From an optimization exercise on the open Yosys and OpenROAD flow, aimed at small area and a short achievable clock period; shortcuts taken in it are not production practice. At most, simulation tests tie the RTL to the original design; equivalence was not proved. No functional check of the RTL was part of runs 5 and 6. In every run shown here, the design's own scripts or RTL, not TritonCTS, make the clock network. The clock input has no modelled driver; a real chip could not lean on it and would need a root buffer or a full tree. No activity file was given, so power comes from the tool's default toggle rates.

## design/flow/config.mk

```make
export PLATFORM = sky130hd
export DESIGN_NAME = lightpipe_recv
export DESIGN_NICKNAME = lightpipe_recv
export VERILOG_FILES = /design/flow/design.v
export SDC_FILE = /design/flow/constraint.sdc
export NUM_CORES = 4
export LEC_CHECK = 0
export CAP_MARGIN = 20
export CORE_MARGIN = 2
export CORE_UTILIZATION = 55
export PLACE_DENSITY = 0.7
export SETUP_SLACK_MARGIN = 1.65
export SLEW_MARGIN = 20
export SYNTH_HIERARCHICAL = 1
```

## design/flow/constraint.sdc

```tcl
create_clock -name core_clock -period 3.0 [get_ports {mclk}]
set_input_delay 0.6000 -clock core_clock [delete_from_list [all_inputs] [get_ports {mclk}]]
set_output_delay 0.6000 -clock core_clock [all_outputs]
set_load 0.01 [all_outputs]
```

## design/flow/design.v

```verilog
module lightpipe_recv(
    input mclk,
    input rst,
    input adat,
    output reg wclk,
    output reg [23:0] word0,
    output reg [23:0] word1,
    output reg [23:0] word2,
    output reg [23:0] word3,
    output reg [23:0] word4,
    output reg [23:0] word5,
    output reg [23:0] word6,
    output reg [23:0] word7,
    output reg [3:0] user
);
reg reset_d, reset_dd;
reg in_d, in_dd, in_ddd, in_dddd;
reg [5:0] accum;
reg dbit;
wire transition = in_dddd ^ in_ddd;
wire strobe = accum[1] & accum[0];
always @(posedge mclk) begin
    reset_d <= ~rst;
    reset_dd <= reset_d;
end
always @(posedge mclk)
    if (reset_dd) {in_d, in_dd, in_ddd, in_dddd} <= 4'b0;
    else {in_d, in_dd, in_ddd, in_dddd} <= {adat, in_d, in_dd, in_ddd};
always @(posedge mclk)
    if (reset_dd || transition) accum <= 6'd0;
    else accum <= accum + 6'd1;
always @(posedge mclk)
    if (reset_dd) dbit <= 1'b0;
    else if (transition) dbit <= 1'b1;
    else if (accum == 6'd4) dbit <= 1'b0;
reg [7:0] framebit;
reg nloss_d;
reg [29:1] sr;
wire stb_next = ~reset_dd & ~transition & accum[1] & ~accum[0];
wire loss_s = accum[5];
wire resync = strobe & ~loss_s & ~nloss_d;
wire [23:0] oword = {sr[29:26], sr[24:21], sr[19:16], sr[14:11], sr[9:6], sr[4:1]};
always @(posedge mclk)
    if (!rst) nloss_d <= 1'b1;
    else if (strobe) nloss_d <= ~loss_s;
always @(posedge mclk)
    if (!rst) framebit <= 8'd0;
    else if (resync) framebit <= 8'd252;
    else if (strobe) framebit <= framebit + 8'd1;
reg at0, at128;
reg [7:0] ldw;
wire ld_next = rst & stb_next & (loss_s | nloss_d);
always @(posedge mclk) begin
    at0 <= stb_next & (~rst | (framebit == 8'd0));
    at128 <= rst & stb_next & (framebit == 8'd128);
    ldw[0] <= ld_next & (framebit == 8'd30);
    ldw[1] <= ld_next & (framebit == 8'd60);
    ldw[2] <= ld_next & (framebit == 8'd90);
    ldw[3] <= ld_next & (framebit == 8'd120);
    ldw[4] <= ld_next & (framebit == 8'd150);
    ldw[5] <= ld_next & (framebit == 8'd180);
    ldw[6] <= ld_next & (framebit == 8'd210);
    ldw[7] <= ld_next & (framebit == 8'd240);
end
wire ls = strobe & rst;
wire hs = ~strobe & rst;
wire [29:1] sr_d;
ao22 #(29) u_sr (.a({29{ls}}), .b({dbit, sr[29:2]}), .c({29{hs}}), .d(sr), .y(sr_d));
always @(posedge mclk) sr <= sr_d;
wire lu = at0 & rst;
wire hu = ~at0 & rst;
wire [3:0] user_d;
ao22 #(4) u_user (.a({4{lu}}), .b(sr[29:26]), .c({4{hu}}), .d(user), .y(user_d));
always @(posedge mclk) user <= user_d;
always @(posedge mclk)
    if (!rst) wclk <= 1'b0;
    else if (at0) wclk <= 1'b1;
    else if (at128) wclk <= 1'b0;
wire [7:0] L = ldw & {8{rst}};           
wire [7:0] L1 = ldw | {8{~rst}};         
wire [7:0] H = ~ldw & {8{rst}};          
wire [23:0] o1 = {oword[23:8], oword[7:0] | {8{~rst}}};
wire [23:0] d0, d1, d2, d3, d4, d5, d6, d7;
ao22 #(24) u_w0 (.a({24{L[0]}}), .b(oword), .c({24{H[0]}}), .d(word0), .y(d0));
ao22 #(24) u_w1 (.a({{16{L[1]}}, {8{L1[1]}}}), .b(o1), .c({24{H[1]}}), .d(word1), .y(d1));
ao22 #(24) u_w2 (.a({24{L[2]}}), .b(oword), .c({24{H[2]}}), .d(word2), .y(d2));
ao22 #(24) u_w3 (.a({{16{L[3]}}, {8{L1[3]}}}), .b(o1), .c({24{H[3]}}), .d(word3), .y(d3));
ao22 #(24) u_w4 (.a({24{L[4]}}), .b(oword), .c({24{H[4]}}), .d(word4), .y(d4));
ao22 #(24) u_w5 (.a({{16{L[5]}}, {8{L1[5]}}}), .b(o1), .c({24{H[5]}}), .d(word5), .y(d5));
ao22 #(24) u_w6 (.a({24{L[6]}}), .b(oword), .c({24{H[6]}}), .d(word6), .y(d6));
ao22 #(24) u_w7 (.a({{16{L[7]}}, {8{L1[7]}}}), .b(o1), .c({24{H[7]}}), .d(word7), .y(d7));
always @(posedge mclk) begin
    word0 <= d0; word1 <= d1; word2 <= d2; word3 <= d3;
    word4 <= d4; word5 <= d5; word6 <= d6; word7 <= d7;
end
endmodule
module ao22 #(parameter W = 1) (
    input [W-1:0] a,
    input [W-1:0] b,
    input [W-1:0] c,
    input [W-1:0] d,
    output [W-1:0] y
);
assign y = (a & b) | (c & d);
endmodule
```

## design/flow/flow/run.sh

```bash
#!/bin/bash
# Standard synthesis and layout (standard.sh), except: the ports are buffered
# by the smallest buffer, and the clock tree is a two-level tree built by
# flow/cts.tcl (settings in flow/cts.env).
set -euo pipefail
HERE=$(pwd)
export BUFFER_PORTS_ARGS="-buffer_cell sky130_fd_sc_hd__buf_1"
export PRE_CTS_TCL=$HERE/flow/cts.tcl
export CLOCK_PORT=mclk
source $HERE/flow/cts.env
bash standard.sh > make.log 2>&1
```

## design/flow/flow/cts.env

```
export ROOT_BUF=sky130_fd_sc_hd__inv_16
export LEAF_BUF=sky130_fd_sc_hd__inv_16
export ROOT_COUNT=4
export LEAF_SINKS=26
```

## design/flow/flow/cts.tcl

```tcl
# Clock tree built here in place of TritonCTS: the clock port drives a few
# root buffers (or inverters), each of which drives leaf buffers (or
# inverters), one per cluster of flip-flops (k-means on their placed
# positions). With inverters at both levels the clock keeps its polarity. Sourced by ORFS's cts.tcl
# as PRE_CTS_TCL; it then does what the rest of cts.tcl does and writes the
# CTS results itself.

proc kmeans {pts k} {
  # pts: list of {x y}; returns list of cluster index per point
  set n [llength $pts]
  set sorted [lsort -real -index 0 [lmap p $pts {set p}]]
  set cx {}; set cy {}
  for {set i 0} {$i < $k} {incr i} {
    set s [lindex $sorted [expr {int(($i + 0.5) * $n / $k)}]]
    lappend cx [lindex $s 0]; lappend cy [lindex $s 1]
  }
  for {set iter 0} {$iter < 60} {incr iter} {
    set assign {}
    foreach p $pts {
      set best 0; set bd 1e30
      for {set i 0} {$i < $k} {incr i} {
        set d [expr {abs([lindex $p 0] - [lindex $cx $i]) + abs([lindex $p 1] - [lindex $cy $i])}]
        if {$d < $bd} { set bd $d; set best $i }
      }
      lappend assign $best
    }
    set sx [lrepeat $k 0.0]; set sy [lrepeat $k 0.0]; set sc [lrepeat $k 0]
    foreach p $pts a $assign {
      lset sx $a [expr {[lindex $sx $a] + [lindex $p 0]}]
      lset sy $a [expr {[lindex $sy $a] + [lindex $p 1]}]
      lset sc $a [expr {[lindex $sc $a] + 1}]
    }
    for {set i 0} {$i < $k} {incr i} {
      if {[lindex $sc $i] > 0} {
        lset cx $i [expr {[lindex $sx $i] / [lindex $sc $i]}]
        lset cy $i [expr {[lindex $sy $i] / [lindex $sc $i]}]
      }
    }
  }
  return [list $assign $cx $cy $sc]
}

set db [ord::get_db]
set block [ord::get_db_block]
set clkport [$block findBTerm $::env(CLOCK_PORT)]
set clknet [$clkport getNet]
set leaf_master [$db findMaster $::env(LEAF_BUF)]
set root_master [$db findMaster $::env(ROOT_BUF)]
set nroot $::env(ROOT_COUNT)
proc out_pin {master} {
  foreach mt [$master getMTerms] {
    if {[$mt getSigType] == "SIGNAL" && [$mt getIoType] == "OUTPUT"} { return [$mt getName] }
  }
}
proc in_pin {master} {
  foreach mt [$master getMTerms] {
    if {[$mt getSigType] == "SIGNAL" && [$mt getIoType] == "INPUT"} { return [$mt getName] }
  }
}
set root_in [in_pin $root_master]; set root_out [out_pin $root_master]
set leaf_in [in_pin $leaf_master]; set leaf_out [out_pin $leaf_master]

set sinks {}; set pts {}
foreach it [$clknet getITerms] {
  set bb [[$it getInst] getBBox]
  lappend sinks $it
  lappend pts [list [expr {([$bb xMin] + [$bb xMax]) / 2.0}] [expr {([$bb yMin] + [$bb yMax]) / 2.0}]]
}
set n [llength $sinks]
set k [expr {int(ceil(double($n) / $::env(LEAF_SINKS)))}]
lassign [kmeans $pts $k] assign cx cy sc
puts "custom cts: $n sinks, $k leaf clusters, sizes $sc"

set leaves {}; set lpts {}
for {set i 0} {$i < $k} {incr i} {
  if {[lindex $sc $i] == 0} { lappend leaves {}; continue }
  lappend leaves $i
  lappend lpts [list [lindex $cx $i] [lindex $cy $i]]
}
lassign [kmeans $lpts $nroot] rassign rcx rcy rsc
puts "custom cts: $nroot root clusters, sizes $rsc"

set rootnets {}
for {set r 0} {$r < $nroot} {incr r} {
  if {[lindex $rsc $r] == 0} { lappend rootnets {}; continue }
  set b [odb::dbInst_create $block $root_master clkbuf_root_$r]
  $b setLocation [expr {int([lindex $rcx $r])}] [expr {int([lindex $rcy $r])}]
  $b setPlacementStatus PLACED
  set net [odb::dbNet_create $block clknet_root_$r]
  $net setSigType CLOCK
  [$b findITerm $root_in] connect $clknet
  [$b findITerm $root_out] connect $net
  lappend rootnets $net
}
set leafnet [dict create]
foreach i $leaves r $rassign {
  set b [odb::dbInst_create $block $leaf_master clkbuf_leaf_$i]
  $b setLocation [expr {int([lindex $cx $i])}] [expr {int([lindex $cy $i])}]
  $b setPlacementStatus PLACED
  set net [odb::dbNet_create $block clknet_leaf_$i]
  $net setSigType CLOCK
  [$b findITerm $leaf_in] connect [lindex $rootnets $r]
  [$b findITerm $leaf_out] connect $net
  dict set leafnet $i $net
}
foreach it $sinks a $assign {
  set inst [$it getInst]
  set dt [$inst isDoNotTouch]
  $inst setDoNotTouch 0
  $it disconnect
  $it connect [dict get $leafnet $a]
  $inst setDoNotTouch $dt
}

set_propagated_clock [all_clocks]
set_placement_padding -global \
  -left $::env(CELL_PAD_IN_SITES_DETAIL_PLACEMENT) \
  -right $::env(CELL_PAD_IN_SITES_DETAIL_PLACEMENT)
detailed_placement
log_cmd estimate_parasitics -placement
report_clock_skew
report_clock_latency

repair_timing_helper
detailed_placement
check_placement -verbose
report_metrics 4 "cts final"
orfs_write_db $::env(RESULTS_DIR)/4_1_cts.odb
orfs_write_sdc $::env(RESULTS_DIR)/4_cts.sdc
exit
```

## design/flow/standard.sh

```bash
#!/bin/bash
# synth_recipe.tcl (not shown) runs the flow's synth.tcl, then flattens the netlist and writes it again
# the make line also repeats each setting of config.mk as NAME=value (left out here)
make -C /OpenROAD-flow-scripts/flow DESIGN_CONFIG=/design/flow/config.mk WORK_HOME=/design/flow/orfs CLKGATE_MAP_FILE= SYNTH_SCRIPT=/design/flow/synth_recipe.tcl "${@:-finish}"
```

==> impl_metrics.env, run 1 <==
export IMPL_slowest_delay_ps=200
export IMPL_final_area_um2=10500
export IMPL_post_route_period_util_pct=48.2
export IMPL_area_growth_pct=30.6
export IMPL_maxSlewHeadroom_pct=65.6
export IMPL_synth_seq_cells=258
export IMPL_rsz0062_at_grt="true"
export IMPL_post_route_min_period_ps=1450
export IMPL_r2r_end="ldw[1]"
export IMPL_path_class="in2reg"
export IMPL_r2r_cells=4
export IMPL_drive_gt1_share_pct=17.1
export IMPL_track_usage_pct=30.4
export IMPL_crit_chain="buf_12 > buf_12 > nand2b_4 > clkinvlp_4 > buf_12 > a22o_1"
export IMPL_startpoint_type="input pin"
export IMPL_leakage_nw=4.01
export IMPL_yosysWarnings=7
export IMPL_critical_path_top_delay_family="buffers and inverters"
export IMPL_synth_cell_type_count=44
export IMPL_grt_pass1_wl_mm=38.0
export IMPL_cp_max_fo=12
export IMPL_path_clk_slew_ps=80
export IMPL_tightest_slew_ps=515
export IMPL_start_util_pct=55.8
export IMPL_postSynthCellCount=619
export IMPL_r2r_start="accum[0]"
export IMPL_startpoint="rst"
export IMPL_stdcell_count=1084
export IMPL_slowest_stage="a22o_1"
export IMPL_power_mw=5.48
export IMPL_pre_cts_ws_ps=654
export IMPL_vias=6934
export IMPL_dp_cells=995
export IMPL_die_area_um2=15600
export IMPL_grt_pass1_vias=6527
export IMPL_fp_coreArea_um2=14400
export IMPL_endpoint="word7[0]"
export IMPL_cp_required_ps=3030
export IMPL_async_reset_ff_share_pct=0
export IMPL_cp_arrival_ps=1480
export IMPL_antenna_found_initial=0
export IMPL_grt_max_degree=31
export IMPL_final_common_cell="dfxtp_1"
export IMPL_critPathBufInv=4
export IMPL_r2r_slack_ps=1630
export IMPL_worstHoldPathType="reg2reg"
export IMPL_ios=200
export IMPL_setup_viol=0
export IMPL_cap_violations=0
export IMPL_fin_util_pct=72.9
export IMPL_syn_area_um2=8010
export IMPL_dieHeight_um=125
export IMPL_synth_edf_count=0
export IMPL_hold_viol_final=0
export IMPL_num_rows=44
export IMPL_route_detailed_drc=0
export IMPL_dp_hpwl_mm=14.5
export IMPL_antenna_left=0
export IMPL_crit_cells=6
export IMPL_path_common_cell="buf_12"
export IMPL_nNetsFinal=910
export IMPL_via_per_inst=6.40
export IMPL_skew_ps=35.8
export IMPL_synth_area_per_cell_um2=12.9
export IMPL_ys_seq_area_share_pct=64.4
export IMPL_finalMaxSlewViolations=0
export IMPL_layout_common_cells="dfxtp_1 (249), a22o_1 (225), buf_1 (198)"
export IMPL_insertion_delay_ps=150
export IMPL_dpl_cell_area_um2=9060
export IMPL_syn_num_nets=627
export IMPL_synth_flop_cell="dfxtp_1"
export IMPL_cts_hold_buffers_added=0
export IMPL_drtIter0Drc=592
export IMPL_fmax_mhz=692
export IMPL_peakVddDrop_uv=365
export IMPL_holdWs_ps=335
export IMPL_diodes=0
export IMPL_wirelength_mm=26.1
export IMPL_worstHoldStart="reset_d"
export IMPL_status="finished clean"
export IMPL_wl_per_cell_um=24.1
export IMPL_setup_tns_final_ps=0
export IMPL_place_gp_congestion=0.902
export IMPL_drt_first_pass_iters=5
export IMPL_critPathCaptureType="flop"
export IMPL_port_buffers=199
export IMPL_pwr_density_cell_nw_per_um2=524
export IMPL_worst_slack_ps=1550
export IMPL_grt_overflow_total=0
export IMPL_die_w_um=125
## registers in the layout (all words and copies together) (netlist names), 24 cells and up
register / cells
word7: 24
word3: 24
sr: 29
word5: 24
word4: 24
word0: 24
word1: 24
word2: 24
word6: 24
## what timing repair did
item	4_1_cts	5_1_grt
setup buffers	37	9
gates cloned	21	8
resized for setup	63	34
setup endpoints to repair	245	212
pin swaps	40	54
## where the power goes
| part | leakage [nW] | internal, mW | switching, mW |
|---|---|---|---|
| clock network | 0.137 | 0.340 | 1.25 |
| registers | 2.10 | 3.47 | 0.0363 |
| logic | 1.78 | 0.166 | 0.212 |
## Yosys cell counts, types with 2 or more instances
master | number | area share, %
a21oi_1 | 6 | 0.37
a22o_1 | 225 | 25
a31oi_1 | 2 | 0.16
and2_1 | 10 | 0.78
buf_2 | 3 | 0.19
buf_6 | 2 | 0.28
clkbuf_1 | 3 | 0.14
dfxtp_1 | 258 | 64
ha_1 | 5 | 0.78
inv_1 | 12 | 0.56
nand2_1 | 8 | 0.37
nand2b_1 | 13 | 1.0
nand3_1 | 6 | 0.37
nor2_1 | 17 | 0.80
nor2b_1 | 4 | 0.31
nor3_1 | 2 | 0.12
nor4_1 | 7 | 0.55
o2111ai_1 | 2 | 0.22
o21ai_0 | 3 | 0.19
or3_1 | 2 | 0.16
xnor2_1 | 3 | 0.33
xor2_1 | 4 | 0.44
## layer usage
layer	up-vias	share of wire (%)	wire length (µm)	track usage [%]
met5	-	0	0	0
met4	0	3.8	992	10.1
met3	74	7.3	1910	3.05
met2	400	49	12700	51.6
met1	3469	40	10500	40.9
li1	2991	-	-	-
## worst min path at each step
stage                     endpoint  cells past startpoint
final                     reset_dd                      0
after global routing      reset_dd                      0
after CTS                 reset_dd                      0
after detailed placement  reset_dd                      0
after global placement    reset_dd                      0
after floorplan           reset_dd                      0
## cells by family (layout without fill, tap and decap cells)
logic type,after synthesis,after routing,synth area share [%]
AOI/OAI and AO/OA,242,242,26.0
xor gates and xnor gates,8,8,0.968
adders and majority gates,5,5,0.781
buffers and inverters,21,285,1.22
DFF,258,258,64.4
muxes,1,1,0.125
and+or+nand+nor,84,101,6.43
## cell type report
cell class                 instances  area [µm²]
timing repair inverter             7        56.3
timing repair buffer             252        1470
multi-input combinational        357        3170
sequential                       258        5190
inverter                          26         353
fill                             986        3900
tap                              184         230
==> inputs of run 2 (changes only) <==
--- a/design/flow/config.mk
+++ b/design/flow/config.mk
@@ -11,3 +11,3 @@
 export PLACE_DENSITY = 0.7
-export SETUP_SLACK_MARGIN = 1.65
+export SETUP_SLACK_MARGIN = 1.72
 export SLEW_MARGIN = 20
==> run 2 against run 1 <==
Effect of this change:
- final cell count increased by 0.28%
- critical path depth unchanged
- sequential power hardly changed
- worst setup slack lost 68 ps
- combinational power decreased by 6.6%
- critical path type unchanged
- first-iteration DRC count is 23% higher
==> impl_metrics.env, run 2 <==
export IMPL_grt_max_degree=34
export IMPL_wl_per_cell_um=23.4
export IMPL_syn_num_nets=627
export IMPL_synth_cell_type_count=44
export IMPL_die_w_um=125
export IMPL_ys_seq_area_share_pct=64.4
export IMPL_drive_gt1_share_pct=29.1
export IMPL_yosysWarnings=7
export IMPL_post_route_min_period_ps=1510
export IMPL_skew_ps=51.8
export IMPL_syn_area_um2=8010
export IMPL_pre_cts_ws_ps=762
export IMPL_fmax_mhz=661
export IMPL_path_class="in2reg"
export IMPL_worst_slack_ps=1490
export IMPL_dieHeight_um=125
export IMPL_fp_coreArea_um2=14400
export IMPL_ios=200
export IMPL_seq_power_share_pct=64.5
export IMPL_antenna_left=0
export IMPL_setup_viol=0
export IMPL_route_detailed_drc=0
export IMPL_diodes=0
export IMPL_hold_viol_final=0
export IMPL_yosysTopAreaCell="dfxtp_1"
export IMPL_top_register="sr"
export IMPL_setup_tns_final_ps=0
export IMPL_postSynthCellCount=619
export IMPL_peakVddDrop_uv=377
export IMPL_worstHoldPathType="reg2reg"
export IMPL_num_rows=44
export IMPL_place_gp_congestion=0.855
export IMPL_pwr_density_cell_nw_per_um2=516
export IMPL_largest_reg_flops=29
export IMPL_start_util_pct=55.8
export IMPL_path_clk_slew_ps=90
export IMPL_vias=6830
export IMPL_drtIter0Drc=730
export IMPL_grt_overflow_total=0
export IMPL_track_usage_pct=29.9
export IMPL_yosysMostFrequentCell="dfxtp_1"
export IMPL_synth_top_area_share_pct=64.4
export IMPL_wirelength_mm=25.4
export IMPL_via_per_inst=6.28
export IMPL_holdWs_ps=335
export IMPL_critPathCaptureType="flop"
export IMPL_swShare_pct=27.1
export IMPL_drt_first_pass_iters=6
export IMPL_power_switching_mw=1.48
export IMPL_async_reset_ff_share_pct=0
export IMPL_cp_max_fo=6
export IMPL_stdcell_count=1087
export IMPL_cap_violations=0
export IMPL_synth_flop_cell="dfxtp_1"
export IMPL_status="finished clean"
export IMPL_startpoint_type="input pin"
export IMPL_dp_hpwl_mm=14.2
export IMPL_power_internal_mw=3.97
export IMPL_nNetsFinal=913
export IMPL_cp_arrival_ps=1500
export IMPL_area_growth_pct=31.8
export IMPL_cp_required_ps=2990
export IMPL_grt_pass1_vias=6220
export IMPL_post_route_period_util_pct=50.4
export IMPL_clockPowerShare_pct=29.0
export IMPL_grt_pass1_wl_mm=37.2
export IMPL_synth_seq_cells=258
export IMPL_layout_common_cells="dfxtp_1 (234), a22o_1 (225), buf_1 (110)"
export IMPL_leakage_nw=4.32
export IMPL_synth_area_per_cell_um2=12.9
export IMPL_cts_hold_buffers_added=0
export IMPL_synth_edf_count=0
export IMPL_synth_top_cells_by_count="dfxtp_1 (258), a22o_1 (225), nor2_1 (17)"
export IMPL_tightest_slew_ps=598
export IMPL_finalMaxSlewViolations=0
export IMPL_insertion_delay_ps=150
export IMPL_dp_cells=994
export IMPL_port_buffers=199
export IMPL_ys_top_cells_by_area="dfxtp_1 (64%), a22o_1 (25%), nand2b_1 (1.0%)"
export IMPL_final_common_cell="dfxtp_1"
export IMPL_maxSlewHeadroom_pct=60.1
export IMPL_die_area_um2=15600
export IMPL_comb_power_share_pct=6.5
export IMPL_fin_util_pct=73.5
export IMPL_rsz0062_at_grt="true"
export IMPL_antenna_found_initial=0
run 2: cell counts after synthesis:
No cell type changed its count.
run 2: metrics by stage:
step | total power, mW | cell area, µm²
global route | 5.60 | 10600
CTS | 5.44 | 10200
global placement | 3.80 | 9070
detailed placement | 3.81 | 9070
finish | 5.45 | 10600
floorplan | 3.73 | 8170
run 2: power groups by stage:
stage / clock [mW] / combinational, mW / sequential (mW)
2_1_floorplan: 0 / 0.127 / 3.60
3_3_place_gp: 0 / 0.218 / 3.59
3_5_place_dp: 0 / 0.221 / 3.59
4_1_cts: 1.60 / 0.333 / 3.51
5_1_grt: 1.71 / 0.374 / 3.52
6_report: 1.58 / 0.353 / 3.51
run 2: path summary, 6_finish.rpt:
check                           slack [ps]  depth (start not counted)           to        start
worst max register to register        1600                          3  framebit[7]  framebit[4]
worst min register to register         340                          0     reset_dd      reset_d
worst min-delay path                   340                          0     reset_dd      reset_d
worst max-delay path                  1490                          6     word7[0]          rst
run 2: area by class of cell:
cell class | count | area, µm²
timing repair inverter | 6 | 45.0
fill | 1007 | 3810
sequential | 258 | 5200
tap | 184 | 230
inverter | 26 | 353
multi-input combinational | 360 | 3240
timing repair buffer | 253 | 1480
run 2: logic make-up (layout without fill, tap and decap cells):
family | Yosys count | in the layout | synth area share (%)
flops | 258 | 258 | 64.4
compound gates | 242 | 242 | 26.0
simple gates | 84 | 104 | 6.43
buf+inv | 21 | 285 | 1.22
xor+xnor | 8 | 8 | 0.968
fa+ha+maj | 5 | 5 | 0.781
mux | 1 | 1 | 0.125
run 2: what timing repair did:
| item | CTS | global route |
|---|---|---|
| gates cloned | 26 | 2 |
| pin swaps | 43 | 29 |
| endpoints found under the setup margin | 256 | 320 |
| gates resized for setup | 74 | 124 |
| buffers inserted | 48 | 3 |
run 2: critical path, cell delays in order:
cell and delay, ps:
buf_12 110, buf_12 140, nand2b_4 140, clkinvlp_4 150, buf_6 160, a22o_1 180
run 2: routing by layer:
layer / routed length, µm / GRT usage (%) / up-vias
li1: - / - / 3004
met1: 10700 / 42.9 / 3400
met2: 11900 / 48.8 / 385
met3: 2320 / 5.20 / 41
met4: 437 / 3.97 / 0
met5: 0 / 0 / -
==> inputs of run 3 (changes only) <==
--- a/design/flow/config.mk
+++ b/design/flow/config.mk
@@ -11,3 +11,3 @@
 export PLACE_DENSITY = 0.7
-export SETUP_SLACK_MARGIN = 1.72
+export SETUP_SLACK_MARGIN = 1.58
 export SLEW_MARGIN = 20
==> run 3 against run 2 <==
Effect of this change:
- highest routed layer unchanged
- clock power hardly changed
- flip-flop and latch count stayed put
- via count is 2.7% lower
- critical path type unchanged
- largest power group unchanged
- routed wire length is 3.9% lower
- still clean
- utilization is 3.2 points lower
==> impl_metrics.env, run 3 <==
export IMPL_status="finished clean"
export IMPL_drive_gt1_share_pct=14.6
export IMPL_setup_viol=0
export IMPL_port_buffers=199
export IMPL_antenna_left=0
export IMPL_insertion_delay_ps=140
export IMPL_cap_violations=0
export IMPL_track_usage_pct=29.3
export IMPL_cts_hold_buffers_added=0
export IMPL_yosysMostFrequentCell="dfxtp_1"
export IMPL_holdWs_ps=339
export IMPL_synth_area_per_cell_um2=12.9
export IMPL_dieHeight_um=125
export IMPL_synth_flop_cell="dfxtp_1"
export IMPL_top_register="sr"
export IMPL_crit_cells=5
export IMPL_fmax_mhz=627
export IMPL_dpl_cell_area_um2=9020
export IMPL_area_growth_pct=26.0
export IMPL_grt_overflow_total=0
export IMPL_critical_path_top_delay_family="buffers and inverters"
export IMPL_hold_viol_final=0
export IMPL_synth_edf_count=0
export IMPL_drtIter0Drc=637
export IMPL_final_area_um2=10100
export IMPL_finalMaxSlewViolations=0
export IMPL_syn_area_um2=8010
export IMPL_tightest_slew_ps=530
export IMPL_yosysWarnings=7
export IMPL_via_per_inst=6.19
export IMPL_pwr_density_cell_nw_per_um2=538
export IMPL_crit_chain="buf_12 > buf_8 > or2b_4 > clkinvlp_4 > a22o_1"
export IMPL_endpoint="word5[19]"
export IMPL_die_w_um=125
export IMPL_start_util_pct=55.8
export IMPL_wirelength_mm=24.4
export IMPL_skew_ps=33.1
export IMPL_fin_util_pct=70.3
export IMPL_final_common_cell="dfxtp_1"
export IMPL_setup_tns_final_ps=0
export IMPL_synth_seq_cells=258
export IMPL_ios=200
export IMPL_yosysTopAreaCell="dfxtp_1"
export IMPL_worstHoldPathType="reg2reg"
export IMPL_grt_pass1_wl_mm=37.0
export IMPL_syn_num_nets=627
export IMPL_synth_cell_type_count=44
export IMPL_startpoint_type="input pin"
export IMPL_drt_first_pass_iters=5
export IMPL_synth_top_area_share_pct=64.4
export IMPL_slowest_delay_ps=310
export IMPL_slowest_stage="or2b_4"
export IMPL_dp_hpwl_mm=14.1
export IMPL_diodes=0
export IMPL_rsz0062_at_grt="true"
export IMPL_layout_common_cells="dfxtp_1 (252), a22o_1 (225), buf_1 (198)"
export IMPL_r2r_slack_ps=1580
export IMPL_ys_top_cells_by_area="dfxtp_1 (64%), a22o_1 (25%), nand2b_1 (1.0%)"
export IMPL_startpoint="rst"
export IMPL_grt_max_degree=37
export IMPL_path_clk_slew_ps=60
export IMPL_nNetsFinal=899
export IMPL_place_gp_congestion=0.876
export IMPL_peakVddDrop_uv=349
export IMPL_num_rows=44
export IMPL_path_class="in2reg"
export IMPL_async_reset_ff_share_pct=0
export IMPL_critPathCaptureType="flop"
export IMPL_critPathBufInv=3
export IMPL_vias=6645
export IMPL_r2r_start="accum[0]"
export IMPL_synth_top_cells_by_count="dfxtp_1 (258), a22o_1 (225), nor2_1 (17)"
export IMPL_cp_required_ps=3020
export IMPL_post_route_min_period_ps=1600
export IMPL_antenna_found_initial=0
export IMPL_postSynthCellCount=619
export IMPL_grt_pass1_vias=6307
export IMPL_maxSlewHeadroom_pct=64.6
export IMPL_ys_seq_area_share_pct=64.4
export IMPL_route_detailed_drc=0
export IMPL_r2r_cells=6
export IMPL_fp_coreArea_um2=14400
export IMPL_post_route_period_util_pct=53.2
export IMPL_largest_reg_flops=29
export IMPL_wl_per_cell_um=22.8
export IMPL_leakage_nw=3.87
export IMPL_r2r_end="sr[6]"
export IMPL_cp_arrival_ps=1610
export IMPL_cp_max_fo=7
export IMPL_die_area_um2=15600
## run 3: cell type report
type	instances	area, µm²
Sequential cell	258	5180
Timing Repair Buffer	238	1190
Inverter	26	348
Tap cell	184	230
Timing Repair inverter	7	52.6
Fill cell	1070	4270
Multi-Input combinational cell	360	3100
## run 3: worst min path at each step
stage,cells after the start,start,end,slack (ps)
after floorplan,0,reset_d,reset_dd,310
after CTS,0,reset_d,reset_dd,340
final,0,reset_d,reset_dd,340
after global placement,0,reset_d,reset_dd,310
after detailed placement,0,reset_d,reset_dd,320
after global routing,0,reset_d,reset_dd,350
## run 3: where the power goes
group          switching, mW  internal, mW  total, mW
combinational          0.198         0.130      0.328
sequential            0.0382          3.48       3.52
clock                   1.25         0.339       1.59
## run 3: per-stage QoR
step / total power, mW / std cells / setup slack [ps]
2_1_floorplan: 3.72 / 619 / 1540
3_3_place_gp: 3.80 / 994 / 936
3_5_place_dp: 3.81 / 994 / 900
4_1_cts: 5.41 / 1064 / 1430
5_1_grt: 5.60 / 1073 / 1400
6_report: 5.43 / 1073 / 1400
## run 3: layer usage
layer | up-vias | wire length, µm | global-route usage (%)
met5 | - | 0 | 0
met4 | 0 | 862 | 7.87
met3 | 65 | 1560 | 3.48
met2 | 311 | 11700 | 50.2
met1 | 3304 | 10300 | 39.5
li1 | 2965 | - | -
## run 3: repair_timing
| item | CTS | global route |
|---|---|---|
| cloned | 29 | 0 |
| endpoints found under the setup margin | 240 | 234 |
| pin swaps | 36 | 36 |
| resized for setup | 58 | 25 |
| buffers inserted | 27 | 9 |
## run 3: cell families (layout without fill, tap and decap cells)
family                   Yosys count  in the layout  share of synthesized area (%)
multiplexers                       1              1                          0.125
XOR/XNOR                           8              8                          0.968
AND/OR/NAND/NOR                   84            104                           6.43
AO/OA/AOI/OAI                    242            242                           26.0
buffers and inverters             21            271                           1.22
flip-flops                       258            258                           64.4
adder cells (fa/ha/maj)            5              5                          0.781
==> inputs of run 4 (changes only) <==
==> design/flow/flow/cts.env (replaced) <==
export ROOT_BUF=sky130_fd_sc_hd__clkinv_16
export LEAF_BUF=sky130_fd_sc_hd__clkinv_16
export ROOT_COUNT=4
export LEAF_SINKS=26
--- a/design/flow/config.mk
+++ b/design/flow/config.mk
@@ -11,3 +11,3 @@
 export PLACE_DENSITY = 0.7
-export SETUP_SLACK_MARGIN = 1.58
+export SETUP_SLACK_MARGIN = 1.5
 export SLEW_MARGIN = 20
==> run 4 against run 3 <==
Effect of this change:
- still clean on timing, DRC and antenna
- flip-flop and latch count unchanged
- fmax increased by 7.3%
- clock skew increased by 6.7 ps
- critical path depth unchanged
- die area unchanged
- sequential share of layout area increased by 0.70 points
- worst setup slack improved by 110 ps
- sequential power about the same
- final cell count decreased by 2.5%
- cell area decreased by 1.4%
- total power increased by 0.75%
- highest routed layer unchanged
==> impl_metrics.env, run 4 <==
export IMPL_syn_num_nets=627
export IMPL_largest_reg_flops=29
export IMPL_postSynthCellCount=619
export IMPL_skew_ps=39.8
export IMPL_start_util_pct=55.8
export IMPL_wirelength_mm=22.5
export IMPL_grt_max_degree=30
export IMPL_place_gp_congestion=0.885
export IMPL_port_buffers=199
export IMPL_drt_first_pass_iters=5
export IMPL_dpl_cell_area_um2=9030
export IMPL_r2r_cells=4
export IMPL_use_met3_pct=2.96
export IMPL_use_met2_pct=45.5
export IMPL_worstHoldPathType="reg2reg"
export IMPL_synth_top_cells_by_count="dfxtp_1 (258), a22o_1 (225), nor2_1 (17)"
export IMPL_synth_seq_cells=258
export IMPL_tightest_slew_ps=575
export IMPL_area_growth_pct=24.2
export IMPL_synth_edf_count=0
export IMPL_drtIter0Drc=622
export IMPL_path_class="in2reg"
export IMPL_top_register="sr"
export IMPL_maxSlewHeadroom_pct=61.7
export IMPL_yosysTopAreaCell="dfxtp_1"
export IMPL_power_switching_mw=1.51
export IMPL_ios=200
export IMPL_synth_compound_area_share_pct=26.0
export IMPL_cp_max_fo=14
export IMPL_use_met1_pct=37.8
export IMPL_wl_per_cell_um=21.5
export IMPL_post_route_period_util_pct=49.5
export IMPL_dieHeight_um=125
export IMPL_synthMuxAreaShare_pct=0.125
export IMPL_critPathCaptureType="flop"
export IMPL_yosys_area_share_simple_pct=6.43
export IMPL_num_rows=44
export IMPL_critical_path_top_delay_family="simple AND/OR/NAND/NOR gates"
export IMPL_rsz0062_at_grt="true"
export IMPL_swShare_pct=27.6
export IMPL_fp_coreArea_um2=14400
export IMPL_die_area_um2=15600
export IMPL_track_usage_pct=27.0
export IMPL_path_clk_slew_ps=60
export IMPL_crit_cells=5
export IMPL_post_route_min_period_ps=1490
export IMPL_comb_power_share_pct=5.3
export IMPL_final_common_cell="dfxtp_1"
export IMPL_cts_hold_buffers_added=0
export IMPL_grt_pass1_wl_mm=34.4
export IMPL_synth_xor_area_share_pct=0.968
export IMPL_r2r_slack_ps=1570
export IMPL_endpoint="ldw[0]"
export IMPL_status="finished clean"
export IMPL_power_internal_mw=3.96
export IMPL_hold_viol_final=0
export IMPL_dp_hpwl_mm=14.2
export IMPL_leakage_nw=3.79
export IMPL_die_w_um=125
export IMPL_seq_power_share_pct=64.1
export IMPL_fmax_mhz=673
export IMPL_yosysWarnings=7
export IMPL_crit_chain="buf_12 > buf_8 > and3b_2 > nand3b_1 > nor4_1"
export IMPL_drive_gt1_share_pct=10.8
export IMPL_cp_arrival_ps=1540
export IMPL_layout_common_cells="dfxtp_1 (254), a22o_1 (225), buf_1 (198)"
export IMPL_grt_busiest_layer="met2"
export IMPL_synth_top_family_by_area="compound AO/OA/AOI/OAI gates"
export IMPL_vias=6404
export IMPL_synth_area_per_cell_um2=12.9
export IMPL_ys_top_cells_by_area="dfxtp_1 (64%), a22o_1 (25%), nand2b_1 (1.0%)"
export IMPL_via_per_inst=6.12
export IMPL_synth_cell_type_count=44
export IMPL_grt_overflow_total=0
export IMPL_route_detailed_drc=0
export IMPL_cp_required_ps=3050
export IMPL_finalMaxSlewViolations=0
export IMPL_syn_area_um2=8010
export IMPL_synth_flop_cell="dfxtp_1"
export IMPL_nNetsFinal=872
export IMPL_diodes=0
export IMPL_yosysMostFrequentCell="dfxtp_1"
export IMPL_slowest_delay_ps=340
export IMPL_peakVddDrop_uv=331
export IMPL_r2r_start="accum[0]"
export IMPL_ys_seq_area_share_pct=64.4
export IMPL_insertion_delay_ps=200
export IMPL_setup_tns_final_ps=0
export IMPL_startpoint="rst"
export IMPL_clockPowerShare_pct=30.6
export IMPL_critPathBufInv=2
export IMPL_power_mw=5.47
export IMPL_grt_pass1_vias=5790
export IMPL_r2r_end="sr[9]"
export IMPL_synthAdderAreaFrac_pct=0.781
export IMPL_pwr_density_cell_nw_per_um2=550
export IMPL_antenna_left=0
export IMPL_slowest_stage="nor4_1"
export IMPL_synth_top_area_share_pct=64.4
export IMPL_async_reset_ff_share_pct=0
export IMPL_setup_viol=0
export IMPL_cap_violations=0
export IMPL_final_area_um2=9960
export IMPL_antenna_found_initial=0
export IMPL_startpoint_type="input pin"
==> run 4: cell counts after synthesis <==
No cell type changed its count.
==> run 4: kinds of logic after synthesis <==
family	count (synthesis)
flip-flops	258
AO/OA/AOI/OAI	242
adder cells (fa/ha/maj)	5
buffers and inverters	21
multiplexers	1
AND/OR/NAND/NOR	84
XOR/XNOR	8
==> run 4: power groups by stage <==
stage / logic, mW / registers, mW / clock network, mW
finish: 0.292 / 3.51 / 1.68
global route: 0.310 / 3.51 / 1.86
CTS: 0.281 / 3.51 / 1.71
detailed placement: 0.219 / 3.59 / 0
global placement: 0.213 / 3.58 / 0
floorplan: 0.117 / 3.60 / 0
==> run 4: worst min path at each step <==
stage / cells past startpoint / slack [ps] / end / start
after global routing: 0 / 330 / reset_dd / reset_d
final: 0 / 330 / reset_dd / reset_d
after global placement: 0 / 310 / reset_dd / reset_d
after CTS: 0 / 330 / reset_dd / reset_d
after floorplan: 0 / 310 / reset_dd / reset_d
after detailed placement: 0 / 310 / reset_dd / reset_d
==> run 4: routing by layer <==
layer / vias to the layer above / wire, µm
li1: 2883 / -
met1: 3188 / 9490
met2: 284 / 10900
met3: 49 / 1440
met4: 0 / 613
met5: - / 0
==> run 4: what timing repair did <==
action / in CTS / in global routing
endpoints found under the setup margin: 245 / 54
gates resized for setup: 29 / 13
cloned: 6 / 0
setup buffers: 25 / 3
pin swaps: 10 / 1
==> run 4: metrics by stage <==
step                      instances  setup WS [ps]  hold slack [ps]  utilization [%]
after floorplan                 619           1510              310                -
after global placement          998            740              314             62.8
after detailed placement        998            611              315             62.8
after CTS                      1043           1500              332             68.7
after global routing           1046           1400              333             69.3
final                          1046           1510              333             69.3
==> run 4: area by class of cell <==
type,instances,area [µm²]
Sequential cell,258,5170
Fill cell,1101,4410
Multi-Input combinational cell,345,2950
Timing Repair Buffer,232,1120
Inverter,26,473
Tap cell,184,230
Timing Repair inverter,1,7.51
==> inputs of run 5 (changes only) <==
--- a/design/flow/design.v
+++ b/design/flow/design.v
@@ -64,4 +64,4 @@
 end
-wire ls = strobe & rst;
-wire hs = ~strobe & rst;
+wire ls, hs;
+loadhold u_shs (.sel(strobe), .en(rst), .load(ls), .hold(hs));
 wire [29:1] sr_d;
@@ -69,4 +69,4 @@
 always @(posedge mclk) sr <= sr_d;
-wire lu = at0 & rst;
-wire hu = ~at0 & rst;
+wire lu, hu;
+loadhold u_suser (.sel(at0), .en(rst), .load(lu), .hold(hu));
 wire [3:0] user_d;
@@ -78,6 +78,8 @@
     else if (at128) wclk <= 1'b0;
-wire [7:0] L = ldw & {8{rst}};           
-wire [7:0] L1 = ldw | {8{~rst}};         
-wire [7:0] H = ~ldw & {8{rst}};          
-wire [23:0] o1 = {oword[23:8], oword[7:0] | {8{~rst}}};
+wire [7:0] L, L1, H;
+loadhold #(8) u_sw (.sel(ldw), .en({8{rst}}), .load(L), .hold(H));
+orn #(8) u_sw1 (.a(ldw), .b_n({8{rst}}), .y(L1));
+wire [7:0] o1_lo;
+orn #(8) u_o1 (.a(oword[7:0]), .b_n({8{rst}}), .y(o1_lo));
+wire [23:0] o1 = {oword[23:8], o1_lo};
 wire [23:0] d0, d1, d2, d3, d4, d5, d6, d7;
@@ -105 +107,17 @@
 endmodule
+module loadhold #(parameter W = 1) (
+    input [W-1:0] sel,
+    input [W-1:0] en,
+    output [W-1:0] load,
+    output [W-1:0] hold
+);
+assign load = sel & en;
+assign hold = ~sel & en;
+endmodule
+module orn #(parameter W = 1) (
+    input [W-1:0] a,
+    input [W-1:0] b_n,
+    output [W-1:0] y
+);
+assign y = a | ~b_n;
+endmodule
==> design/flow/flow/cts.env (replaced) <==
export ROOT_BUF=sky130_fd_sc_hd__inv_16
export LEAF_BUF=sky130_fd_sc_hd__inv_16
export ROOT_COUNT=4
export LEAF_SINKS=26
==> run 5 against run 4 <==
Effect of this change:
- fmax fell by 4.3%
- worst hold slack got worse by 6.1 ps
- die area fell by 0.22%
- sequential power barely moved
- routed wire length fell by 6.7%
- register-to-register slack got worse by 110 ps
- combinational power fell by 21%
- utilization fell by 3.2 points
- worst setup slack got worse by 66 ps
- largest power group unchanged
==> impl_metrics.env, run 5 <==
export IMPL_status="finished clean"
export IMPL_layout_common_cells="dfxtp_1 (253), a22o_1 (225), buf_1 (198)"
export IMPL_antenna_left=0
export IMPL_post_route_period_util_pct=51.8
export IMPL_path_class="in2reg"
export IMPL_drtIter0Drc=441
export IMPL_peakVddDrop_uv=385
export IMPL_skew_ps=59.7
export IMPL_final_common_cell="dfxtp_1"
export IMPL_antenna_found_initial=0
export IMPL_wirelength_mm=21.0
export IMPL_top_register="sr"
export IMPL_grt_overflow_total=0
export IMPL_fmax_mhz=644
export IMPL_drt_first_pass_iters=5
export IMPL_drive_gt1_share_pct=7.60
export IMPL_tightest_slew_ps=693
export IMPL_hold_viol_final=0
export IMPL_grt_pass1_vias=5770
export IMPL_syn_area_um2=8000
export IMPL_start_util_pct=55.6
export IMPL_diodes=0
export IMPL_port_buffers=199
export IMPL_fin_util_pct=66.1
export IMPL_num_rows=44
export IMPL_cp_required_ps=3020
export IMPL_setup_viol=0
export IMPL_track_usage_pct=25.5
export IMPL_nNetsFinal=852
export IMPL_maxSlewHeadroom_pct=53.8
export IMPL_startpoint_type="input pin"
export IMPL_die_area_um2=15500
export IMPL_area_growth_pct=18.8
export IMPL_postSynthCellCount=615
export IMPL_setup_tns_final_ps=0
export IMPL_critPathCaptureType="flop"
export IMPL_wl_per_cell_um=20.4
export IMPL_cp_max_fo=12
export IMPL_pwr_density_cell_nw_per_um2=560
export IMPL_post_route_min_period_ps=1550
export IMPL_rsz0062_at_grt="true"
export IMPL_fp_coreArea_um2=14400
export IMPL_largest_reg_flops=29
export IMPL_holdWs_ps=327
export IMPL_final_area_um2=9500
export IMPL_cap_violations=0
export IMPL_via_per_inst=6.08
export IMPL_cp_arrival_ps=1570
export IMPL_leakage_nw=3.58
export IMPL_path_clk_slew_ps=70
export IMPL_die_w_um=125
export IMPL_finalMaxSlewViolations=0
export IMPL_dpl_cell_area_um2=9060
export IMPL_grt_max_degree=34
export IMPL_synth_area_per_cell_um2=13.0
export IMPL_place_gp_congestion=0.864
export IMPL_dp_hpwl_mm=14.1
export IMPL_vias=6236
export IMPL_route_detailed_drc=0
export IMPL_dieHeight_um=125
export IMPL_ios=200
export IMPL_worstHoldPathType="reg2reg"
export IMPL_worst_slack_ps=1450
export IMPL_insertion_delay_ps=170
export IMPL_yosysWarnings=7
export IMPL_pre_cts_ws_ps=813
export IMPL_grt_pass1_wl_mm=33.0
export IMPL_syn_num_nets=623
==> run 5: cell types whose count changed in the layout (fill, tap and decap cells not counted), sizes merged, moves of 2 or more <==
cell,delta
nor2b,+8
nor2,-12
clkinv,-14
nor4,-2
nand2b,+3
clkinvlp,-3
inv,+12
or2b,-2
and2b,+2
buf,-14
nor4b,+2
==> run 5: per-layer routing <==
metal  part of all wire (%)  routed length [µm]  global-route usage (%)
met1                     42                8890                    34.7
met2                     49               10200                    43.6
met3                    6.3                1320                    3.48
met4                    2.5                 527                    5.29
met5                      0                   0                       0
==> run 5: area by class of cell <==
| type | instances | area [µm²] |
|---|---|---|
| flip-flops and latches | 258 | 5170 |
| fillers | 1115 | 4870 |
| multi-input cells | 344 | 2850 |
| repair buffers | 218 | 928 |
| inverters | 22 | 310 |
| well taps | 184 | 230 |
==> run 5: power by group <==
| part | leakage (nW) | internal, mW | total [mW] | switching [mW] |
|---|---|---|---|---|
| sequential | 2.09 | 3.48 | 3.51 | 0.0357 |
| combinational | 1.35 | 0.0830 | 0.232 | 0.149 |
| clock | 0.137 | 0.340 | 1.57 | 1.23 |
| total | 3.58 | 3.90 | 5.32 | 1.42 |
==> run 5: path summary, 6_finish.rpt <==
check | to | cells past startpoint | startpoint | slack [ps]
worst min register to register | reset_dd | 0 | reset_d | 330
worst max register to register | ldw[5] | 3 | in_ddd | 1460
worst min-delay path | reset_dd | 0 | reset_d | 330
worst max-delay path | ldw[5] | 4 | rst | 1450
==> run 5: timing repair <==
action                     in CTS  in global routing
pin swaps                       3                  0
buffers inserted                5                  0
gates resized for setup        14                 16
hold buffers                    0                  0
setup endpoints to repair     240                 46
==> run 5: stage by stage <==
stage | std cells | power, mW
floorplan | 615 | 3.71
global placement | 1007 | 3.80
detailed placement | 1007 | 3.80
CTS | 1026 | 5.34
global route | 1026 | 5.52
finish | 1026 | 5.32
==> run 5: worst max-delay path, cell delays in order <==
cell      delay, ps
buf_12          100
nand3b_1         90
or4_4           490
nor4b_4         290
==> inputs of run 6 (changes only) <==
==> design/flow/flow/cts.env (replaced) <==
export ROOT_BUF=sky130_fd_sc_hd__clkbuf_16
export LEAF_BUF=sky130_fd_sc_hd__clkbuf_16
export ROOT_COUNT=4
export LEAF_SINKS=26
==> run 6 against run 5 <==
Effect of this change:
- critical endpoint is now framebit[7]
- flip-flop and latch count is the same
- largest cell class unchanged
- cell area grew 0.22%
- largest power group unchanged
- area after synthesis is the same
- global-route usage shrank 0.058 points
- highest routed layer unchanged
- clock skew is essentially flat
- still clean
==> impl_metrics.env, run 6 <==
export IMPL_dp_cells=1007
export IMPL_ios=200
export IMPL_maxSlewHeadroom_pct=49.7
export IMPL_tightest_slew_ps=754
export IMPL_antenna_left=0
export IMPL_num_rows=44
export IMPL_wirelength_mm=21.1
export IMPL_cp_required_ps=3210
export IMPL_multiInputGateArea_um2=2840
export IMPL_grt_pass1_vias=5741
export IMPL_path_clk_slew_ps=80
export IMPL_grt_max_degree=34
export IMPL_via_per_inst=6.09
export IMPL_skew_ps=60.0
export IMPL_port_buffers=199
export IMPL_grt_pass1_wl_mm=32.9
export IMPL_finalMaxSlewViolations=0
export IMPL_pre_cts_ws_ps=813
export IMPL_path_class="reg2reg"
export IMPL_leakage_nw=3.65
export IMPL_start_util_pct=55.6
export IMPL_r2r_start="accum[0]"
export IMPL_startpoint_type="flop"
export IMPL_antenna_found_initial=0
export IMPL_wl_per_cell_um=20.6
export IMPL_cp_max_fo=12
export IMPL_place_gp_congestion=0.864
export IMPL_drt_first_pass_iters=5
export IMPL_syn_area_um2=8000
export IMPL_post_route_min_period_ps=1510
export IMPL_setup_tns_final_ps=0
export IMPL_worstHoldStart="reset_d"
export IMPL_largest_reg_flops=29
export IMPL_syn_num_nets=623
export IMPL_status="finished clean"
export IMPL_setup_viol=0
export IMPL_cap_violations=0
export IMPL_insertion_delay_ps=330
export IMPL_top_register="sr"
export IMPL_drtIter0Drc=476
export IMPL_post_route_period_util_pct=50.2
export IMPL_diodes=0
export IMPL_cp_arrival_ps=1720
export IMPL_die_w_um=125
export IMPL_yosysWarnings=7
export IMPL_grt_overflow_total=0
export IMPL_final_common_cell="dfxtp_1"
export IMPL_nNetsFinal=850
export IMPL_hold_viol_final=0
export IMPL_stdcell_count=1024
export IMPL_track_usage_pct=25.4
export IMPL_critPathCaptureType="flop"
export IMPL_postSynthCellCount=615
export IMPL_min_to="reset_dd"
export IMPL_synth_area_per_cell_um2=13.0
export IMPL_whs_path_depth=0
export IMPL_r2r_end="framebit[7]"
export IMPL_fmax_mhz=664
export IMPL_dp_hpwl_mm=14.1
export IMPL_r2r_cells=4
export IMPL_worst_slack_ps=1490
export IMPL_rsz0062_at_grt="true"
export IMPL_route_detailed_drc=0
export IMPL_drive_gt1_share_pct=8.69
export IMPL_die_area_um2=15500
export IMPL_pwr_density_cell_nw_per_um2=580
export IMPL_peakVddDrop_uv=439
export IMPL_final_seq_area_um2=5170
export IMPL_r2r_slack_ps=1490
export IMPL_power_mw=5.52
export IMPL_dieHeight_um=125
export IMPL_fp_coreArea_um2=14400
export IMPL_area_growth_pct=19.0
export IMPL_worstHoldPathType="reg2reg"
export IMPL_cts_hold_buffers_added=0
export IMPL_layout_common_cells="dfxtp_1 (254), a22o_1 (225), buf_1 (184)"
export IMPL_vias=6237
export IMPL_fillers=1116
## run 6: area by class of cell
class                      instances  share of cell area, %
sequential                       258                   54.3
multi-input combinational        344                   29.8
tap                              184                   2.42
inverter                           8                  0.315
buffer                            14                   3.68
timing repair buffer             216                   9.45
## run 6: worst max path at each step
stage                     cells past startpoint  slack (ps)  startpoint          end
after floorplan                               3        1550         rst       ldw[5]
after global placement                        4         940         rst       sr[21]
after detailed placement                      4         810         rst       ldw[4]
after CTS                                     4        1450    accum[1]  framebit[7]
after global routing                          4        1420    accum[0]  framebit[7]
final                                         4        1490    accum[0]  framebit[7]
## run 6: metal layers
layer | track usage (%) | vias to the layer above | share of wire [%]
met5 | 0 | - | 0
met4 | 5.16 | 0 | 2.4
met3 | 3.05 | 39 | 5.6
met2 | 43.9 | 228 | 49
met1 | 34.6 | 3122 | 43
li1 | - | 2848 | -
## run 6: what timing repair did
item	4_1_cts	5_1_grt
buffers inserted	0	3
pin swaps	0	2
endpoints found under the setup margin	241	57
gates resized for setup	8	22
endpoints found under the hold margin	0	0
## run 6: power by group
| part | total (mW) | internal (mW) | switching (mW) |
|---|---|---|---|
| logic | 0.225 | 0.0774 | 0.148 |
| clock network | 1.79 | 0.841 | 0.949 |
| registers | 3.51 | 3.47 | 0.0361 |
| total | 5.52 | 4.39 | 1.13 |
## run 6: critical path: stages (launching register included)
cell	delay, ps
dfxtp_2	410
ha_4	230
nand3_1	140
or4_1	500
a31oi_1	170
## run 6: per-stage QoR
step           instance area [µm²]  hold WS (ps)  util [%]
5_1_grt                       9520           345      66.2
3_5_place_dp                  9060           315      63.1
6_report                      9520           331      66.2
4_1_cts                       9440           333      65.7
3_3_place_gp                  9060           316      63.1
2_1_floorplan                 8020           310         -
==> inputs of run 7 (changes only) <==
--- a/design/flow/design.v
+++ b/design/flow/design.v
@@ -16,6 +16,6 @@
 reg reset_d, reset_dd;
-reg in_d, in_dd, in_ddd, in_dddd;
+reg in_d, in_dd, in_ddd;
+reg transition;      
 reg [5:0] accum;
 reg dbit;
-wire transition = in_dddd ^ in_ddd;
 wire strobe = accum[1] & accum[0];
@@ -26,4 +26,4 @@
 always @(posedge mclk)
-    if (reset_dd) {in_d, in_dd, in_ddd, in_dddd} <= 4'b0;
-    else {in_d, in_dd, in_ddd, in_dddd} <= {adat, in_d, in_dd, in_ddd};
+    if (reset_dd) {in_d, in_dd, in_ddd, transition} <= 4'b0;
+    else {in_d, in_dd, in_ddd, transition} <= {adat, in_d, in_dd, in_dd ^ in_ddd};
 always @(posedge mclk)
@@ -51,14 +51,16 @@
 reg [7:0] ldw;
-wire ld_next = rst & stb_next & (loss_s | nloss_d);
+wire ld_pre = stb_next & (loss_s | nloss_d);
+wire [7:0] ldw_pre = {
+    ld_pre & (framebit == 8'd240), ld_pre & (framebit == 8'd210),
+    ld_pre & (framebit == 8'd180), ld_pre & (framebit == 8'd150),
+    ld_pre & (framebit == 8'd120), ld_pre & (framebit == 8'd90),
+    ld_pre & (framebit == 8'd60),  ld_pre & (framebit == 8'd30)};
+wire [7:0] ldw_d;
+wire at128_d, fb0_or_reset;
+gate_and #(9) u_ldw (.a({ldw_pre, stb_next & (framebit == 8'd128)}), .b({9{rst}}), .y({ldw_d, at128_d}));
+orn #(1) u_at0 (.a(framebit == 8'd0), .b_n(rst), .y(fb0_or_reset));
 always @(posedge mclk) begin
-    at0 <= stb_next & (~rst | (framebit == 8'd0));
-    at128 <= rst & stb_next & (framebit == 8'd128);
-    ldw[0] <= ld_next & (framebit == 8'd30);
-    ldw[1] <= ld_next & (framebit == 8'd60);
-    ldw[2] <= ld_next & (framebit == 8'd90);
-    ldw[3] <= ld_next & (framebit == 8'd120);
-    ldw[4] <= ld_next & (framebit == 8'd150);
-    ldw[5] <= ld_next & (framebit == 8'd180);
-    ldw[6] <= ld_next & (framebit == 8'd210);
-    ldw[7] <= ld_next & (framebit == 8'd240);
+    at0 <= stb_next & fb0_or_reset;
+    at128 <= at128_d;
+    ldw <= ldw_d;
 end
@@ -123 +125,8 @@
 endmodule
+module gate_and #(parameter W = 1) (
+    input [W-1:0] a,
+    input [W-1:0] b,
+    output [W-1:0] y
+);
+assign y = a & b;
+endmodule
==> run 7 against run 6 <==
Effect of this change:
- via count is 0.72% lower
- fmax is 2.6% higher
- largest cell class unchanged
- still clean on timing, DRC and antenna
- critical endpoint is now word3[22]
- critical path depth is 3 lower
- total power is 0.11% lower
- register-to-register slack better by 90 ps
- synthesized cell count is 1.6% higher
==> impl_metrics.env, run 7 <==
export IMPL_dr_max_layer_used="met4"
export IMPL_cp_arrival_ps=870
export IMPL_clockPowerShare_pct=32.3
export IMPL_final_seq_area_um2=5170
export IMPL_drive_gt1_share_pct=6.83
export IMPL_fmax_mhz=682
export IMPL_largest_reg_flops=29
export IMPL_cp_max_fo=2
export IMPL_via_per_inst=5.99
export IMPL_wl_per_cell_um=20.1
export IMPL_insertion_delay_ps=320
export IMPL_die_w_um=125
export IMPL_slowest_stage="dfxtp_1"
export IMPL_fp_coreArea_um2=14400
export IMPL_num_rows=44
export IMPL_leakage_nw=3.64
export IMPL_swShare_pct=20.4
export IMPL_comb_power_share_pct=4.1
export IMPL_post_route_period_util_pct=48.9
export IMPL_wirelength_mm=20.7
export IMPL_top_register="sr"
export IMPL_power_switching_mw=1.12
export IMPL_critical_path_top_delay_family="flip-flops"
export IMPL_setup_tns_final_ps=0
export IMPL_seq_power_share_pct=63.6
export IMPL_met3_length_mm=1.16
export IMPL_endpoint="word3[22]"
export IMPL_grt_max_degree=48
export IMPL_pre_cts_ws_ps=1020
export IMPL_crit_chain="buf_1"
export IMPL_cts_hold_buffers_added=0
export IMPL_vias=6192
export IMPL_layout_common_cells="dfxtp_1 (255), a22o_1 (225), buf_1 (197)"
export IMPL_critPathBufInv=1
export IMPL_track_usage_pct=25.1
export IMPL_holdWs_ps=331
export IMPL_path_clk_slew_ps=80
export IMPL_met2_length_mm=9.96
export IMPL_cap_violations=0
export IMPL_diodes=0
export IMPL_antenna_found_initial=0
export IMPL_grt_pass1_vias=5756
export IMPL_peakVddDrop_uv=358
export IMPL_pwr_density_cell_nw_per_um2=579
export IMPL_fillers=1159
export IMPL_die_area_um2=15600
export IMPL_drtIter0Drc=508
export IMPL_cp_required_ps=2400
export IMPL_multiInputGateArea_um2=2860
export IMPL_post_route_min_period_ps=1470
export IMPL_grt_pass1_wl_mm=32.5
export IMPL_r2r_cells=6
export IMPL_hold_viol_final=0
export IMPL_status="finished clean"
export IMPL_postSynthCellCount=625
export IMPL_nNetsFinal=859
export IMPL_r2r_slack_ps=1580
export IMPL_skew_ps=34.3
export IMPL_m1WireLength_mm=9.04
export IMPL_yosysWarnings=7
export IMPL_port_buffers=199
export IMPL_drt_first_pass_iters=5
export IMPL_tightest_slew_ps=552
export IMPL_syn_area_um2=8040
export IMPL_antenna_left=0
export IMPL_final_common_cell="dfxtp_1"
export IMPL_r2r_end="ldw[5]"
export IMPL_grt_overflow_total=0
export IMPL_start_util_pct=55.7
export IMPL_route_detailed_drc=0
export IMPL_path_class="reg2out"
export IMPL_area_growth_pct=18.6
export IMPL_startpoint="word3[22]"
export IMPL_dieHeight_um=125
export IMPL_maxSlewHeadroom_pct=63.2
export IMPL_dp_cells=1015
export IMPL_ios=200
export IMPL_dp_hpwl_mm=13.9
export IMPL_worst_slack_ps=1530
export IMPL_setup_viol=0
export IMPL_slowest_delay_ps=350
export IMPL_critPathCaptureType="output port"
export IMPL_finalMaxSlewViolations=0
export IMPL_power_internal_mw=4.40
export IMPL_synth_area_per_cell_um2=12.9
export IMPL_rsz0062_at_grt="true"
export IMPL_stdcell_count=1033
export IMPL_crit_cells=1
export IMPL_fin_util_pct=66.1
export IMPL_startpoint_type="flop"
export IMPL_syn_num_nets=633
export IMPL_place_gp_congestion=0.827
export IMPL_worstHoldPathType="reg2reg"
export IMPL_r2r_start="framebit[0]"
## run 7: worst min-delay path by stage
stage,cells after the start,slack (ps),start,to
finish,0,330,reset_d,reset_dd
global route,0,340,reset_d,reset_dd
CTS,0,340,reset_d,reset_dd
detailed placement,0,320,reset_d,reset_dd
global placement,0,320,reset_d,reset_dd
floorplan,0,310,reset_d,reset_dd
## run 7: power groups by stage
| stage | clock [mW] | combinational [mW] | sequential, mW |
|---|---|---|---|
| floorplan | 0 | 0.110 | 3.60 |
| global placement | 0 | 0.214 | 3.58 |
| detailed placement | 0 | 0.218 | 3.59 |
| CTS | 1.80 | 0.222 | 3.51 |
| global route | 1.92 | 0.248 | 3.52 |
| finish | 1.78 | 0.227 | 3.51 |
## run 7: timing repair
action | CTS | global route
pin swaps | 0 | 3
setup endpoints to repair | 110 | 67
setup buffers | 0 | 4
resized for setup | 8 | 10
## run 7: stage by stage
step / cell area, µm² / power (mW)
detailed placement: 9100 / 3.80
global placement: 9100 / 3.80
floorplan: 8060 / 3.71
CTS: 9470 / 5.53
finish: 9530 / 5.52
global route: 9530 / 5.68
## run 7: area by class of cell
type,instances,share of cell area [%]
flip-flops and latches,258,54.2
plain buffers,14,3.68
inverters,8,0.315
repair buffers,216,9.36
multi-input cells,353,30.0
well taps,184,2.42
## run 7: routing by layer
layer | vias up | global-route usage (%)
met5 | - | 0
met3 | 43 | 2.96
li1 | 2847 | -
met1 | 3069 | 34.1
met2 | 233 | 43.0
met4 | 0 | 6.08
## run 7: worst reg2reg max path: stages (launching register included)
cell      delay [ps]
dfxtp_1          420
inv_1             90
ha_1             210
and3_1           180
o211ai_1         190
nor2_1            90
and2_1           160
==> inputs of run 8 (changes only) <==
==> design/flow/flow/cts.env (replaced) <==
export ROOT_BUF=sky130_fd_sc_hd__inv_16
export LEAF_BUF=sky130_fd_sc_hd__inv_16
export ROOT_COUNT=4
export LEAF_SINKS=26
==> run 8 against run 7 <==
Effect of this change:
- worst setup slack lost 12 ps
- global-route usage grew 0.083 points
- synthesized cell count is the same
- first-iteration DRC count shrank 11%
- register-to-register slack is essentially flat
- flip-flop and latch count is the same
- sequential power is essentially flat
- largest power group unchanged
- highest routed layer unchanged
==> impl_metrics.env, run 8 <==
export IMPL_via_per_inst=5.98
export IMPL_final_common_cell="dfxtp_1"
export IMPL_fmax_mhz=676
export IMPL_stdcell_count=1036
export IMPL_die_area_um2=15600
export IMPL_path_clk_slew_ps=60
export IMPL_cp_arrival_ps=1490
export IMPL_fp_coreArea_um2=14400
export IMPL_place_gp_congestion=0.827
export IMPL_leakage_nw=3.65
export IMPL_finalMaxSlewViolations=0
export IMPL_wl_per_cell_um=20.3
export IMPL_post_route_min_period_ps=1480
export IMPL_wirelength_mm=21.0
export IMPL_fillers=1144
export IMPL_port_buffers=199
export IMPL_peakVddDrop_uv=350
export IMPL_route_detailed_drc=0
export IMPL_critPathCaptureType="flop"
export IMPL_grt_max_degree=48
export IMPL_start_util_pct=55.7
export IMPL_ios=200
export IMPL_yosysWarnings=7
export IMPL_antenna_left=0
export IMPL_cp_max_fo=24
export IMPL_drtIter0Drc=452
export IMPL_grt_overflow_total=0
export IMPL_path_class="in2reg"
export IMPL_syn_num_nets=633
export IMPL_grt_pass1_vias=5798
export IMPL_rsz0062_at_grt="false"
export IMPL_top_register="sr"
export IMPL_drive_gt1_share_pct=7.39
export IMPL_final_area_um2=9570
export IMPL_dieHeight_um=125
export IMPL_maxSlewHeadroom_pct=62.8
export IMPL_dpl_cell_area_um2=9100
export IMPL_num_rows=44
export IMPL_antenna_found_initial=0
export IMPL_worstHoldPathType="reg2reg"
export IMPL_layout_common_cells="dfxtp_1 (255), a22o_1 (225), buf_1 (198)"
export IMPL_skew_ps=35.4
export IMPL_diodes=0
export IMPL_setup_tns_final_ps=0
export IMPL_track_usage_pct=25.1
export IMPL_dp_cells=1015
export IMPL_cap_violations=0
export IMPL_dp_hpwl_mm=13.9
export IMPL_synth_area_per_cell_um2=12.9
export IMPL_tightest_slew_ps=557
export IMPL_hold_viol_final=0
export IMPL_syn_area_um2=8040
export IMPL_postSynthCellCount=625
export IMPL_status="finished clean"
export IMPL_cp_required_ps=3010
export IMPL_drt_first_pass_iters=6
export IMPL_post_route_period_util_pct=49.3
export IMPL_area_growth_pct=19.2
export IMPL_largest_reg_flops=29
export IMPL_vias=6200
export IMPL_fin_util_pct=66.4
export IMPL_pwr_density_cell_nw_per_um2=556
export IMPL_grt_pass1_wl_mm=32.6
export IMPL_nNetsFinal=862
export IMPL_setup_viol=0
export IMPL_die_w_um=125
export IMPL_startpoint_type="input pin"
export IMPL_insertion_delay_ps=150
[run 8: routing by layer]
metal / wire length [µm] / track usage [%]
met1: 9150 / 34.3
met2: 10100 / 42.7
met3: 1210 / 3.31
met4: 577 / 6.27
met5: 0 / 0
[run 8: stage by stage]
| stage | power, mW | hold slack, ps | setup WS [ps] |
|---|---|---|---|
| after floorplan | 3.71 | 310 | 1540 |
| after global placement | 3.80 | 318 | 1050 |
| after detailed placement | 3.80 | 318 | 1020 |
| after CTS | 5.33 | 333 | 1500 |
| after global routing | 5.50 | 334 | 1490 |
| final | 5.32 | 328 | 1520 |
[run 8: where the power goes]
part	total, mW	internal (mW)	switching, mW
registers	3.51	3.48	0.0348
clock network	1.57	0.338	1.23
logic	0.242	0.0911	0.151
total	5.32	3.91	1.42
[run 8: final cells by class]
class,count,area [µm²],area share [%]
Tap cell,184,230,2.40
Timing Repair Buffer,219,997,10.4
Multi-Input combinational cell,353,2870,30.0
Sequential cell,258,5170,54.0
Inverter,22,310,3.24
[run 8: worst paths after layout]
check | to | slack (ps) | cells past startpoint | from
setup / recovery | word0[2] | 1520 | 5 | rst
hold / removal | reset_dd | 330 | 0 | reset_d
setup reg to reg | ldw[5] | 1570 | 6 | framebit[0]
hold reg to reg | reset_dd | 330 | 0 | reset_d
[run 8: worst max-delay path: stages]
cell,delay (ps)
clkbuf_2,130
buf_12,170
and2_1,170
buf_12,170
a22o_1,240
[run 8: what timing repair did]
action	CTS	global route
hold endpoints to repair	0	0
hold buffers	0	0
pin swaps	0	4
endpoints found under the setup margin	229	205
cloned	0	1
buffers inserted	0	6
resized for setup	26	14

[re-timing with driven ports]
No port has a modelled driver above. Below, the same layouts with a new extraction and two added sets of constraints. Step 1: set_driving_cell puts a clkbuf_16 on mclk and a buf_2 on each other input, an assumption about the parent block. Step 2, shift: input delay + t, output delay - t, t = (earliest + latest rising clock arrival at the registers) / 2. This alone moves slack from input paths to output paths. Three values: ideal, step 1, step 2; two values: the first two.
run	t, ns	setup WS [ns]	worst setup path at the end	latest minus earliest clock arrival (ns)	worst slew at a driven data input, ns
run 1	0.318	1.555 / 1.498 / 1.348	input to register	0.036 / 0.048	0.11
run 2	0.316	1.487 / 1.525 / 1.314	input to register	0.054 / 0.067	0.06
run 3	0.322	1.405 / 1.491 / 1.230	input to register	0.033 / 0.045	0.07
run 4	0.388	1.514 / 1.432 / 1.238	input to register	0.041 / 0.048	0.09
run 5	0.330	1.447 / 1.463 / 1.232	input to register	0.059 / 0.072	0.07
run 6	0.394	1.495 / 1.448 / 1.213	input to register	0.062 / 0.061	0.05
run 7	0.384	1.533 / 1.447 / 1.248	input to register	0.040 / 0.040	0.03
run 8	0.315	1.521 / 1.511 / 1.372	input to register	0.037 / 0.059	0.03
After both steps setup and hold are still met in every run listed. The setup slack of run 7, which loses most, moves by -0.086 ns with the drivers and by -0.285 ns with both steps.
